From an optimization exercise on the open Yosys and OpenROAD flow, aimed at a short achievable clock period and few clock cycles; shortcuts taken in it are not production practice.
The RTL was checked by simulation tests, not by an equivalence proof against the original design.
Power and IR drop assume default switching activity.

==> inputs of run a <==
==> flow/design.v <==
`timescale 1ns / 1ps
module ALU (
    input signed [31:0] A, B,
    output [31:0] ALU_o,
    input [3:0] ALUSel
    );
    wire signed [31:0] ADD, SUB, SLL, SLT, SLTU, XOR, SRL, SRA, OR, AND;
    assign ADD  = A + B;
    assign SUB  = A - B;
    assign SLL  = A << B;
    assign SLT  = A < B;
    assign SLTU = A < B;
    assign XOR  = A ^ B;
    assign SRL  = A >> B;
    assign SRA  = A >>> B;
    assign OR   = A | B;
    assign AND  = A & B;
    assign ALU_o =
        (ALUSel == 4'b0000) ? ADD  :
        (ALUSel == 4'b1000) ? SUB  :
        (ALUSel == 4'b0001) ? SLL  :
        (ALUSel == 4'b0010) ? SLT  :
        (ALUSel == 4'b0011) ? SLTU :
        (ALUSel == 4'b0100) ? XOR  :
        (ALUSel == 4'b0101) ? SRL  :
        (ALUSel == 4'b1101) ? SRA  :
        (ALUSel == 4'b0110) ? OR   :
        (ALUSel == 4'b0111) ? AND  : 0;
endmodule
`timescale 1ns / 1ps
module BranchComp (
    output BrEq, BrLT,
    input [31:0] RD1, RD2,
    input BrUn
    );
    wire s_BrLT;
    assign s_BrLT = (RD1[31] > RD2[31]) ? 1 :
                    (RD1[30:0] < RD2[30:0]) ? 1 : 0;
    assign BrEq = (RD1 == RD2);
    assign BrLT = BrUn ? (RD1 < RD2) : s_BrLT;
endmodule
`timescale 1ns / 1ps
module ImmGen(
    input [2:0] ImmSel, 
    input [24:0] inst_Imm,  
    output [31:0] Imm
    );
    wire [31:0] I, B, U, J, S;
    assign I = {{20{inst_Imm[24]}}, inst_Imm[24-:12]};
    assign B = {{19{inst_Imm[24]}}, inst_Imm[24], inst_Imm[0], inst_Imm[23-:6], inst_Imm[4:1], 1'b0};
    assign U = {inst_Imm[24-:20], 12'b0};
    assign J = {{11{inst_Imm[24]}}, inst_Imm[24], inst_Imm[12-:8], inst_Imm[13], inst_Imm[23-:10], 1'b0};
    assign S = {{20{inst_Imm[24]}}, inst_Imm[24-:7], inst_Imm[4:0]};
    assign Imm = (ImmSel == 0) ? I :
                 (ImmSel == 1) ? B :
                 (ImmSel == 2) ? U :
                 (ImmSel == 3) ? J :
                 (ImmSel == 4) ? S : 0;
endmodule
`timescale 1ns / 1ps
module register_file (
    output [31:0] RD1, RD2,
    input [4:0] RR1, RR2, WR,
    input [31:0] WD,
    input RegWrite, clk, reset_p
    );
    reg [31:0] Register_file [1:31];
    assign RD1 = (RR1 == 5'd0) ? 32'd0 : Register_file[RR1];
    assign RD2 = (RR2 == 5'd0) ? 32'd0 : Register_file[RR2];
    integer i;
    always @(posedge clk) begin
        if (reset_p) begin
            for (i = 1; i < 32; i = i + 1) Register_file[i] <= 32'd0;
        end
        else if (RegWrite && WR != 5'd0) begin
            Register_file[WR] <= WD;
        end
    end
endmodule
`timescale 1ns / 1ps
module control_unit (
    input [31:0] instruction,
    input BrEq, BrLT,
    output [3:0] ALUSel,
    output [2:0] ImmSel,  
    output [2:0] WordSizeSel,  
    output [1:0] WBSel, 
    output [1:0] PCSel,
    output BSel, MemRW, BrUn,
    output RegEn
    );
    wire I_cond, B_cond, U_cond, J_cond, S_cond, R_cond;
    wire [8:0] inst_opcode = {instruction[30], instruction[14:12], instruction[6:2]};
    assign I_cond = {inst_opcode[4:3], inst_opcode[1:0]} == 4'b0000;
    assign B_cond = inst_opcode[4:0] == 5'b11000;
    assign U_cond = {inst_opcode[4], inst_opcode[2:0]} == 4'b0101;
    assign J_cond = inst_opcode[4:0] == 5'b11011;
    assign S_cond = inst_opcode[4:0] == 5'b01000;
    assign R_cond = inst_opcode[4:0] == 5'b01100;
    assign ALUSel = inst_opcode[8:5];
    assign ImmSel = (I_cond == 1) ? 0 :
                    (B_cond == 1) ? 1 :
                    (U_cond == 1) ? 2 :
                    (J_cond == 1) ? 3 :
                    (S_cond == 1) ? 4 : 5;
    assign BSel = R_cond;
    assign MemRW = S_cond;
    assign RegEn = ~(S_cond | B_cond);  
    assign WBSel = J_cond ? 2 : ((inst_opcode[4:0] == 5'b00000) ? 0 : 1);
    assign WordSizeSel = inst_opcode[7:5];
    assign BrUn = inst_opcode[6];
    assign PCSel = (inst_opcode[4:0] == 5'b11001) ? 2 :
                   (((B_cond & BrEq & (inst_opcode[7:5] == 3'b000))  |
                     (B_cond & ~BrEq & (inst_opcode[7:5] == 3'b001)) |
                     (B_cond & BrLT & (inst_opcode[7:5] == 3'b100))  |
                     (B_cond & ~BrLT & (inst_opcode[7:5] == 3'b101)) |
                     (B_cond & BrLT & (inst_opcode[7:5] == 3'b110))  |
                     (B_cond & ~BrLT & (inst_opcode[7:5] == 3'b111)) | J_cond) ? 1 : 0);
endmodule
`timescale 1ns / 1ps
module riscV32I (
    input clk, reset_p,
    output [6:0] imem_addr,
    input [31:0] imem_data,
    output [31:0] dmem_addr,
    output [31:0] dmem_wdata,
    output dmem_we,
    input [31:0] dmem_rdata
    );
    function [31:0] cut;
        input [31:0] v;
        input [2:0] f3;
        begin
            case (f3[1:0])
                2'b00: cut = f3[2] ? {24'b0, v[7:0]} : {{24{v[7]}}, v[7:0]};
                2'b01: cut = f3[2] ? {16'b0, v[15:0]} : {{16{v[15]}}, v[15:0]};
                default: cut = v;
            endcase
        end
    endfunction
    reg [6:0]  pc;
    reg [1:0]  bht [0:127];
    reg        u_valid, u_inc;
    reg [6:0]  u_pc;
    reg        x_valid, x_wen, x_isL, x_isS, x_isB, x_isJ, x_isJR;
    reg [4:0]  x_rd;
    reg [2:0]  x_f3;
    reg        x_i30;
    reg [31:0] x_a, x_b, x_s;
    reg        x_fa_m, x_fa_w, x_fb_m, x_fb_w, x_fs_m, x_fs_w;
    reg [31:0] x_link;
    reg [6:0]  x_pc1, x_btgt, x_pc;
    reg        x_pred, x_static;
    reg        m_we, m_wen, m_isL;
    reg [4:0]  m_rd;
    reg [2:0]  m_f3;
    reg [31:0] m_addr, m_wdata, m_res;
    reg        w_wen;
    reg [4:0]  w_rd;
    reg [31:0] w_res;
    wire       x_redirect;
    wire [6:0] x_target;
    assign imem_addr = pc;
    wire [31:0] fi = imem_data;
    wire [4:0] f_op = fi[6:2];
    wire [2:0] f_f3 = fi[14:12];
    wire f_isB  = f_op == 5'b11000;
    wire f_isJ  = f_op == 5'b11011;
    wire f_isJR = f_op == 5'b11001;
    wire f_isS  = f_op == 5'b01000;
    wire f_isL  = f_op == 5'b00000;
    wire f_isR  = f_op == 5'b01100;
    wire f_isI  = (f_op[4:3] == 2'b00) && (f_op[1:0] == 2'b00);
    wire f_isU  = ~f_op[4] && (f_op[2:0] == 3'b101);
    wire [4:0] f_rs1 = fi[19:15];
    wire [4:0] f_rs2 = fi[24:20];
    wire [4:0] f_rd  = fi[11:7];
    wire f_wen = ~(f_isS | f_isB) & (f_rd != 5'd0);
    wire [31:0] f_imm =
        f_isI ? {{20{fi[31]}}, fi[31:20]} :
        f_isB ? {{19{fi[31]}}, fi[31], fi[7], fi[30:25], fi[11:8], 1'b0} :
        f_isU ? {fi[31:12], 12'b0} :
        f_isJ ? {{11{fi[31]}}, fi[31], fi[19:12], fi[20], fi[30:21], 1'b0} :
        f_isS ? {{20{fi[31]}}, fi[31:25], fi[11:7]} : 32'd0;
    wire [6:0] f_btgt = {fi[26:25], fi[11:8], 1'b0};
    wire [6:0] f_jtgt = {fi[26:21], 1'b0};
    wire f_never = (fi[14:13] == 2'b01);           
    wire f_static = ~f_never & (f_btgt <= pc);     
    wire f_flip = bht[pc][1];
    wire f_pred = f_isB & ~f_never & (f_static ^ f_flip);
    wire [31:0] rf1, rf2;
    register_file REGFILE (.RD1(rf1), .RD2(rf2), .RR1(f_rs1), .RR2(f_rs2), .WR(w_rd),
        .WD(w_res), .RegWrite(w_wen), .clk(clk), .reset_p(reset_p));
    wire [31:0] f_v1 = (w_wen && w_rd == f_rs1) ? w_res : rf1;
    wire [31:0] f_v2 = (w_wen && w_rd == f_rs2) ? w_res : rf2;
    wire f_use1 = ~f_isJ;
    wire f_use2 = f_isR | f_isS | f_isB;
    wire stall = x_isL & x_wen &
                 ((f_use1 & (x_rd == f_rs1)) | (f_use2 & (x_rd == f_rs2)));
    wire f_hit1_x = x_wen & (x_rd == f_rs1);
    wire f_hit1_m = m_wen & (m_rd == f_rs1);
    wire f_hit2_x = x_wen & (x_rd == f_rs2);
    wire f_hit2_m = m_wen & (m_rd == f_rs2);
    wire [7:0] f_link8 = {1'b0, pc} + 8'd1;
    wire f_go = ~stall & ~x_redirect;
    always @(posedge clk or posedge reset_p) begin
        if (reset_p) pc <= 7'd0;
        else if (x_redirect) pc <= x_target;
        else if (stall) pc <= pc;
        else if (f_isJ) pc <= f_jtgt;
        else if (f_pred) pc <= f_btgt;
        else pc <= f_link8[6:0];
    end
    always @(posedge clk or posedge reset_p) begin
        if (reset_p) begin
            x_valid <= 1'b0;
            x_wen <= 1'b0;
            x_isL <= 1'b0; x_isS <= 1'b0; x_isB <= 1'b0; x_isJ <= 1'b0; x_isJR <= 1'b0;
        end else begin
            x_valid <= f_go;
            x_wen <= f_go & f_wen;
            x_isL <= f_go & f_isL;
            x_isS <= f_go & f_isS;
            x_isB <= f_go & f_isB;
            x_isJ <= f_go & f_isJ;
            x_isJR <= f_go & f_isJR;
        end
    end
    always @(posedge clk) begin
        x_rd <= f_rd;
        x_f3 <= f_f3;
        x_i30 <= fi[30];
        x_a <= f_v1;
        x_b <= f_isR ? f_v2 : f_imm;
        x_s <= f_v2;
        x_fa_m <= f_hit1_x;
        x_fa_w <= f_hit1_m;
        x_fb_m <= f_isR & f_hit2_x;
        x_fb_w <= f_isR & f_hit2_m;
        x_fs_m <= f_hit2_x;
        x_fs_w <= f_hit2_m;
        x_link <= cut({24'b0, f_link8}, f_f3);
        x_pc1 <= f_link8[6:0];
        x_btgt <= f_btgt;
        x_pc <= pc;
        x_pred <= f_pred;
        x_static <= f_static;
    end
    wire [31:0] xa = x_fa_m ? m_res : x_fa_w ? w_res : x_a;
    wire [31:0] xb = x_fb_m ? m_res : x_fb_w ? w_res : x_b;
    wire [31:0] xs = x_fs_m ? m_res : x_fs_w ? w_res : x_s;
    wire [3:0] x_sel = {x_i30, x_f3};
    wire [31:0] alu_full;
    ALU ALU_2 (.A(xa), .B(xb), .ALU_o(alu_full), .ALUSel(x_sel));
    wire signed [31:0] xa_s = xa;
    wire signed [31:0] xb_s = xb;
    wire [7:0]  add8 = xa[7:0] + xb[7:0];
    wire [7:0]  sub8 = xa[7:0] - xb[7:0];
    wire [15:0] sll16 = (|xb[31:4]) ? 16'd0 : (xa[15:0] << xb[3:0]);
    wire [31:0] srl32 = xa >> xb[4:0];
    wire [31:0] sra32 = xa_s >>> xb[4:0];
    wire        big = |xb[31:5];
    wire [15:0] srl16 = big ? 16'd0 : srl32[15:0];
    wire [15:0] sra16 = big ? {16{xa[31]}} : sra32[15:0];
    wire        slt = xa_s < xb_s;
    reg  [31:0] x_alu;
    always @* begin
        case (x_sel)
            4'b0000: x_alu = {{24{add8[7]}}, add8};
            4'b1000: x_alu = {{24{sub8[7]}}, sub8};
            4'b0001: x_alu = {{16{sll16[15]}}, sll16};
            4'b0010, 4'b0011: x_alu = {31'd0, slt};
            4'b0100: x_alu = {24'd0, xa[7:0] ^ xb[7:0]};
            4'b0101: x_alu = {16'd0, srl16};
            4'b1101: x_alu = {16'd0, sra16};
            4'b0110: x_alu = xa | xb;
            4'b0111: x_alu = xa & xb;
            default: x_alu = 32'd0;
        endcase
    end
    wire [31:0] x_res = x_isJ ? x_link : x_alu;
    wire br_eq = xa == xs;
    wire br_ltu = xa < xs;
    wire br_lts = (xa[31] & ~xs[31]) | (xa[30:0] < xs[30:0]);
    wire br_lt = x_f3[1] ? br_ltu : br_lts;
    reg  taken;
    always @* begin
        case (x_f3)
            3'b000: taken = br_eq;
            3'b001: taken = ~br_eq;
            3'b100, 3'b110: taken = br_lt;
            3'b101, 3'b111: taken = ~br_lt;
            default: taken = 1'b0;
        endcase
    end
    reg [6:0] jr_tgt;
    always @* begin
        case (x_sel)
            4'b0000, 4'b1000, 4'b0001, 4'b0100, 4'b0101, 4'b1101, 4'b0110: jr_tgt = xa[6:0];
            4'b0010, 4'b0011: jr_tgt = {6'd0, xa[31]};
            default: jr_tgt = 7'd0;
        endcase
    end
    assign x_redirect = x_isJR | (x_isB & (taken ^ x_pred));
    assign x_target = x_isJR ? jr_tgt : (taken ? x_btgt : x_pc1);
    always @(posedge clk or posedge reset_p) begin
        if (reset_p) u_valid <= 1'b0;
        else u_valid <= x_isB & (x_f3[2:1] != 2'b01);
    end
    always @(posedge clk) begin
        u_inc <= taken ^ x_static;
        u_pc <= x_pc;
    end
    integer k;
    always @(posedge clk) begin
        if (reset_p) begin
            for (k = 0; k < 128; k = k + 1) bht[k] <= 2'd0;
        end else if (u_valid) begin
            if (u_inc) begin
                if (bht[u_pc] != 2'd3) bht[u_pc] <= bht[u_pc] + 2'd1;
            end else begin
                if (bht[u_pc] != 2'd0) bht[u_pc] <= bht[u_pc] - 2'd1;
            end
        end
    end
    always @(posedge clk or posedge reset_p) begin
        if (reset_p) begin
            m_we <= 1'b0;
            m_wen <= 1'b0;
            m_isL <= 1'b0;
        end else begin
            m_we <= x_isS;
            m_wen <= x_wen;
            m_isL <= x_isL;
        end
    end
    always @(posedge clk) begin
        m_rd <= x_rd;
        m_f3 <= x_f3;
        m_addr <= alu_full;
        m_wdata <= xs;
        m_res <= x_res;
    end
    assign dmem_addr = m_addr;
    assign dmem_wdata = m_wdata;
    assign dmem_we = m_we;
    always @(posedge clk or posedge reset_p) begin
        if (reset_p) w_wen <= 1'b0;
        else w_wen <= m_wen;
    end
    always @(posedge clk) begin
        w_rd <= m_rd;
        w_res <= m_isL ? cut(dmem_rdata, m_f3) : m_res;
    end
endmodule
==> flow/run.sh <==
#!/bin/bash
# synth_recipe.tcl (not shown) runs the flow's synth.tcl, then flattens the netlist and writes it again
# the make line also repeats each setting of config.mk as NAME=value (left out here)
make -C /OpenROAD-flow-scripts/flow DESIGN_CONFIG=/design/flow/config.mk WORK_HOME=/design/flow/orfs CLKGATE_MAP_FILE= SYNTH_SCRIPT=/design/flow/synth_recipe.tcl finish
==> flow/config.mk <==
export PLATFORM = sky130hd
export DESIGN_NAME = riscV32I
export DESIGN_NICKNAME = riscV32I
export VERILOG_FILES = /design/flow/design.v
export SDC_FILE = /design/flow/constraint.sdc
export NUM_CORES = 4
export LEC_CHECK = 0
export ABC_CLOCK_PERIOD_IN_PS = 2500
export CAP_MARGIN = 20
export CORE_MARGIN = 2
export CORE_UTILIZATION = 40
export SETUP_SLACK_MARGIN = 5
export SLEW_MARGIN = 20
==> flow/constraint.sdc <==
create_clock -name core_clock -period 11.0 [get_ports {clk}]
set_input_delay 2.2000 -clock core_clock [delete_from_list [all_inputs] [get_ports {clk}]]
set_output_delay 2.2000 -clock core_clock [all_outputs]
set_load 0.01 [all_outputs]
==> run b: changes against run a <==
--- a/flow/design.v
+++ b/flow/design.v
@@ -142,4 +142,6 @@
     reg [1:0]  bht [0:127];
-    reg        u_valid, u_inc;
-    reg [6:0]  u_pc;
+    reg        d_valid;
+    reg [31:0] d_ir;
+    reg [6:0]  d_pc;
+    reg        d_pred, d_static;
     reg        x_valid, x_wen, x_isL, x_isS, x_isB, x_isJ, x_isJR;
@@ -162,24 +164,7 @@
     wire [6:0] x_target;
+    wire       stall;
     assign imem_addr = pc;
     wire [31:0] fi = imem_data;
-    wire [4:0] f_op = fi[6:2];
-    wire [2:0] f_f3 = fi[14:12];
-    wire f_isB  = f_op == 5'b11000;
-    wire f_isJ  = f_op == 5'b11011;
-    wire f_isJR = f_op == 5'b11001;
-    wire f_isS  = f_op == 5'b01000;
-    wire f_isL  = f_op == 5'b00000;
-    wire f_isR  = f_op == 5'b01100;
-    wire f_isI  = (f_op[4:3] == 2'b00) && (f_op[1:0] == 2'b00);
-    wire f_isU  = ~f_op[4] && (f_op[2:0] == 3'b101);
-    wire [4:0] f_rs1 = fi[19:15];
-    wire [4:0] f_rs2 = fi[24:20];
-    wire [4:0] f_rd  = fi[11:7];
-    wire f_wen = ~(f_isS | f_isB) & (f_rd != 5'd0);
-    wire [31:0] f_imm =
-        f_isI ? {{20{fi[31]}}, fi[31:20]} :
-        f_isB ? {{19{fi[31]}}, fi[31], fi[7], fi[30:25], fi[11:8], 1'b0} :
-        f_isU ? {fi[31:12], 12'b0} :
-        f_isJ ? {{11{fi[31]}}, fi[31], fi[19:12], fi[20], fi[30:21], 1'b0} :
-        f_isS ? {{20{fi[31]}}, fi[31:25], fi[11:7]} : 32'd0;
+    wire f_isB = fi[6:2] == 5'b11000;
+    wire f_isJ = fi[6:2] == 5'b11011;
     wire [6:0] f_btgt = {fi[26:25], fi[11:8], 1'b0};
@@ -190,17 +175,2 @@
     wire f_pred = f_isB & ~f_never & (f_static ^ f_flip);
-    wire [31:0] rf1, rf2;
-    register_file REGFILE (.RD1(rf1), .RD2(rf2), .RR1(f_rs1), .RR2(f_rs2), .WR(w_rd),
-        .WD(w_res), .RegWrite(w_wen), .clk(clk), .reset_p(reset_p));
-    wire [31:0] f_v1 = (w_wen && w_rd == f_rs1) ? w_res : rf1;
-    wire [31:0] f_v2 = (w_wen && w_rd == f_rs2) ? w_res : rf2;
-    wire f_use1 = ~f_isJ;
-    wire f_use2 = f_isR | f_isS | f_isB;
-    wire stall = x_isL & x_wen &
-                 ((f_use1 & (x_rd == f_rs1)) | (f_use2 & (x_rd == f_rs2)));
-    wire f_hit1_x = x_wen & (x_rd == f_rs1);
-    wire f_hit1_m = m_wen & (m_rd == f_rs1);
-    wire f_hit2_x = x_wen & (x_rd == f_rs2);
-    wire f_hit2_m = m_wen & (m_rd == f_rs2);
-    wire [7:0] f_link8 = {1'b0, pc} + 8'd1;
-    wire f_go = ~stall & ~x_redirect;
     always @(posedge clk or posedge reset_p) begin
@@ -211,5 +181,53 @@
         else if (f_pred) pc <= f_btgt;
-        else pc <= f_link8[6:0];
+        else pc <= pc + 7'd1;
     end
     always @(posedge clk or posedge reset_p) begin
+        if (reset_p) d_valid <= 1'b0;
+        else if (x_redirect) d_valid <= 1'b0;
+        else if (!stall) d_valid <= 1'b1;
+    end
+    always @(posedge clk) begin
+        if (!stall) begin
+            d_ir <= fi;
+            d_pc <= pc;
+            d_pred <= f_pred;
+            d_static <= f_static;
+        end
+    end
+    wire [4:0] d_op = d_ir[6:2];
+    wire [2:0] d_f3 = d_ir[14:12];
+    wire d_isB  = d_op == 5'b11000;
+    wire d_isJ  = d_op == 5'b11011;
+    wire d_isJR = d_op == 5'b11001;
+    wire d_isS  = d_op == 5'b01000;
+    wire d_isL  = d_op == 5'b00000;
+    wire d_isR  = d_op == 5'b01100;
+    wire d_isI  = (d_op[4:3] == 2'b00) && (d_op[1:0] == 2'b00);
+    wire d_isU  = ~d_op[4] && (d_op[2:0] == 3'b101);
+    wire [4:0] d_rs1 = d_ir[19:15];
+    wire [4:0] d_rs2 = d_ir[24:20];
+    wire [4:0] d_rd  = d_ir[11:7];
+    wire d_wen = ~(d_isS | d_isB) & (d_rd != 5'd0);
+    wire [31:0] d_imm =
+        d_isI ? {{20{d_ir[31]}}, d_ir[31:20]} :
+        d_isB ? {{19{d_ir[31]}}, d_ir[31], d_ir[7], d_ir[30:25], d_ir[11:8], 1'b0} :
+        d_isU ? {d_ir[31:12], 12'b0} :
+        d_isJ ? {{11{d_ir[31]}}, d_ir[31], d_ir[19:12], d_ir[20], d_ir[30:21], 1'b0} :
+        d_isS ? {{20{d_ir[31]}}, d_ir[31:25], d_ir[11:7]} : 32'd0;
+    wire [31:0] rf1, rf2;
+    register_file REGFILE (.RD1(rf1), .RD2(rf2), .RR1(d_rs1), .RR2(d_rs2), .WR(w_rd),
+        .WD(w_res), .RegWrite(w_wen), .clk(clk), .reset_p(reset_p));
+    wire [31:0] d_v1 = (w_wen && w_rd == d_rs1) ? w_res : rf1;
+    wire [31:0] d_v2 = (w_wen && w_rd == d_rs2) ? w_res : rf2;
+    wire d_use1 = ~d_isJ;
+    wire d_use2 = d_isR | d_isS | d_isB;
+    assign stall = d_valid & x_valid & x_isL & x_wen &
+                   ((d_use1 & (x_rd == d_rs1)) | (d_use2 & (x_rd == d_rs2)));
+    wire d_hit1_x = x_valid & x_wen & (x_rd == d_rs1);
+    wire d_hit1_m = m_wen & (m_rd == d_rs1);
+    wire d_hit2_x = x_valid & x_wen & (x_rd == d_rs2);
+    wire d_hit2_m = m_wen & (m_rd == d_rs2);
+    wire [7:0] d_link8 = {1'b0, d_pc} + 8'd1;
+    wire d_go = d_valid & ~stall & ~x_redirect;
+    always @(posedge clk or posedge reset_p) begin
         if (reset_p) begin
@@ -219,9 +237,9 @@
         end else begin
-            x_valid <= f_go;
-            x_wen <= f_go & f_wen;
-            x_isL <= f_go & f_isL;
-            x_isS <= f_go & f_isS;
-            x_isB <= f_go & f_isB;
-            x_isJ <= f_go & f_isJ;
-            x_isJR <= f_go & f_isJR;
+            x_valid <= d_go;
+            x_wen <= d_go & d_wen;
+            x_isL <= d_go & d_isL;
+            x_isS <= d_go & d_isS;
+            x_isB <= d_go & d_isB;
+            x_isJ <= d_go & d_isJ;
+            x_isJR <= d_go & d_isJR;
         end
@@ -229,20 +247,20 @@
     always @(posedge clk) begin
-        x_rd <= f_rd;
-        x_f3 <= f_f3;
-        x_i30 <= fi[30];
-        x_a <= f_v1;
-        x_b <= f_isR ? f_v2 : f_imm;
-        x_s <= f_v2;
-        x_fa_m <= f_hit1_x;
-        x_fa_w <= f_hit1_m;
-        x_fb_m <= f_isR & f_hit2_x;
-        x_fb_w <= f_isR & f_hit2_m;
-        x_fs_m <= f_hit2_x;
-        x_fs_w <= f_hit2_m;
-        x_link <= cut({24'b0, f_link8}, f_f3);
-        x_pc1 <= f_link8[6:0];
-        x_btgt <= f_btgt;
-        x_pc <= pc;
-        x_pred <= f_pred;
-        x_static <= f_static;
+        x_rd <= d_rd;
+        x_f3 <= d_f3;
+        x_i30 <= d_ir[30];
+        x_a <= d_v1;
+        x_b <= d_isR ? d_v2 : d_imm;
+        x_s <= d_v2;
+        x_fa_m <= d_hit1_x;
+        x_fa_w <= d_hit1_m;
+        x_fb_m <= d_isR & d_hit2_x;
+        x_fb_w <= d_isR & d_hit2_m;
+        x_fs_m <= d_hit2_x;
+        x_fs_w <= d_hit2_m;
+        x_link <= cut({24'b0, d_link8}, d_f3);
+        x_pc1 <= d_pc + 7'd1;
+        x_btgt <= d_imm[6:0];
+        x_pc <= d_pc;
+        x_pred <= d_pred;
+        x_static <= d_static;
     end
@@ -254,4 +272,2 @@
     ALU ALU_2 (.A(xa), .B(xb), .ALU_o(alu_full), .ALUSel(x_sel));
-    wire signed [31:0] xa_s = xa;
-    wire signed [31:0] xb_s = xb;
     wire [7:0]  add8 = xa[7:0] + xb[7:0];
@@ -260,2 +276,4 @@
     wire [31:0] srl32 = xa >> xb[4:0];
+    wire signed [31:0] xa_s = xa;
+    wire signed [31:0] xb_s = xb;
     wire [31:0] sra32 = xa_s >>> xb[4:0];
@@ -305,10 +323,2 @@
     assign x_target = x_isJR ? jr_tgt : (taken ? x_btgt : x_pc1);
-    always @(posedge clk or posedge reset_p) begin
-        if (reset_p) u_valid <= 1'b0;
-        else u_valid <= x_isB & (x_f3[2:1] != 2'b01);
-    end
-    always @(posedge clk) begin
-        u_inc <= taken ^ x_static;
-        u_pc <= x_pc;
-    end
     integer k;
@@ -317,7 +327,7 @@
             for (k = 0; k < 128; k = k + 1) bht[k] <= 2'd0;
-        end else if (u_valid) begin
-            if (u_inc) begin
-                if (bht[u_pc] != 2'd3) bht[u_pc] <= bht[u_pc] + 2'd1;
+        end else if (x_isB && x_f3[2:1] != 2'b01) begin
+            if (taken ^ x_static) begin
+                if (bht[x_pc] != 2'd3) bht[x_pc] <= bht[x_pc] + 2'd1;
             end else begin
-                if (bht[u_pc] != 2'd0) bht[u_pc] <= bht[u_pc] - 2'd1;
+                if (bht[x_pc] != 2'd0) bht[x_pc] <= bht[x_pc] - 2'd1;
             end
==> comparison table <==
| metric | run b | run a |
|---|---|---|
| Bufs and invs on worst path | 1 | 5 |
| Detail Route met3 WL | 34400 um | 31600 um |
| First-iteration detailed-routing DRC count | 9026 | 8721 |
| Post-synthesis adder-cell area fraction | 1.92% | 1.93% |
| Width of the die | 481 um | 478 um |
| Floorplan die area | 232000 um^2 | 229000 um^2 |
| Area of the core region | 227000 um^2 | 224000 um^2 |
| Well Taps | 3009 | 2992 |
| Capture point of the worst path | m_addr[14] | m_res[0] |
| Outcome | timing/DRC/antenna clean | timing/DRC/antenna clean |
| Switching fraction of total power | 36.9% | 34.8% |
| Vias in the first global route | 64700 | 64000 |
| Number of flops mapped to enable cells by yosys | 1319 | 1280 |
Testbench counts of run a, summed over its fixed seeds: cycles 85,006.
Testbench counts of run b, summed over its fixed seeds: cycles 86,617.

## re-timing with driven ports
Ports are ideal in the flow. The routed layouts listed here were re-timed in OpenROAD. Step 1 sets driving cells, clkbuf_16 on the clock port and buf_2 on the other inputs (assumed; they add their load-dependent delay and slew). Step 2, shift: input delay + t, output delay - t, t = (earliest + latest rising clock arrival at the registers) / 2. This alone moves slack from input paths to output paths. Slacks: ideal / step 1 / step 2; pairs: ideal / step 1.
run	t (ns)	setup slack, ns	worst setup path at the end	slew at the worst register clock pin (ns)	worst data-port slew with drivers (ns)
run a	0.899	4.936 / 4.936 / 4.721	input to register	0.07 / 0.07	0.17
run b	0.940	5.014 / 5.014 / 4.969	input to register	0.07 / 0.07	0.05
After both steps every run listed still meets setup and hold. For run a, which loses most, drivers alone change the setup slack by 0.000 ns; drivers and shift together by -0.215 ns.
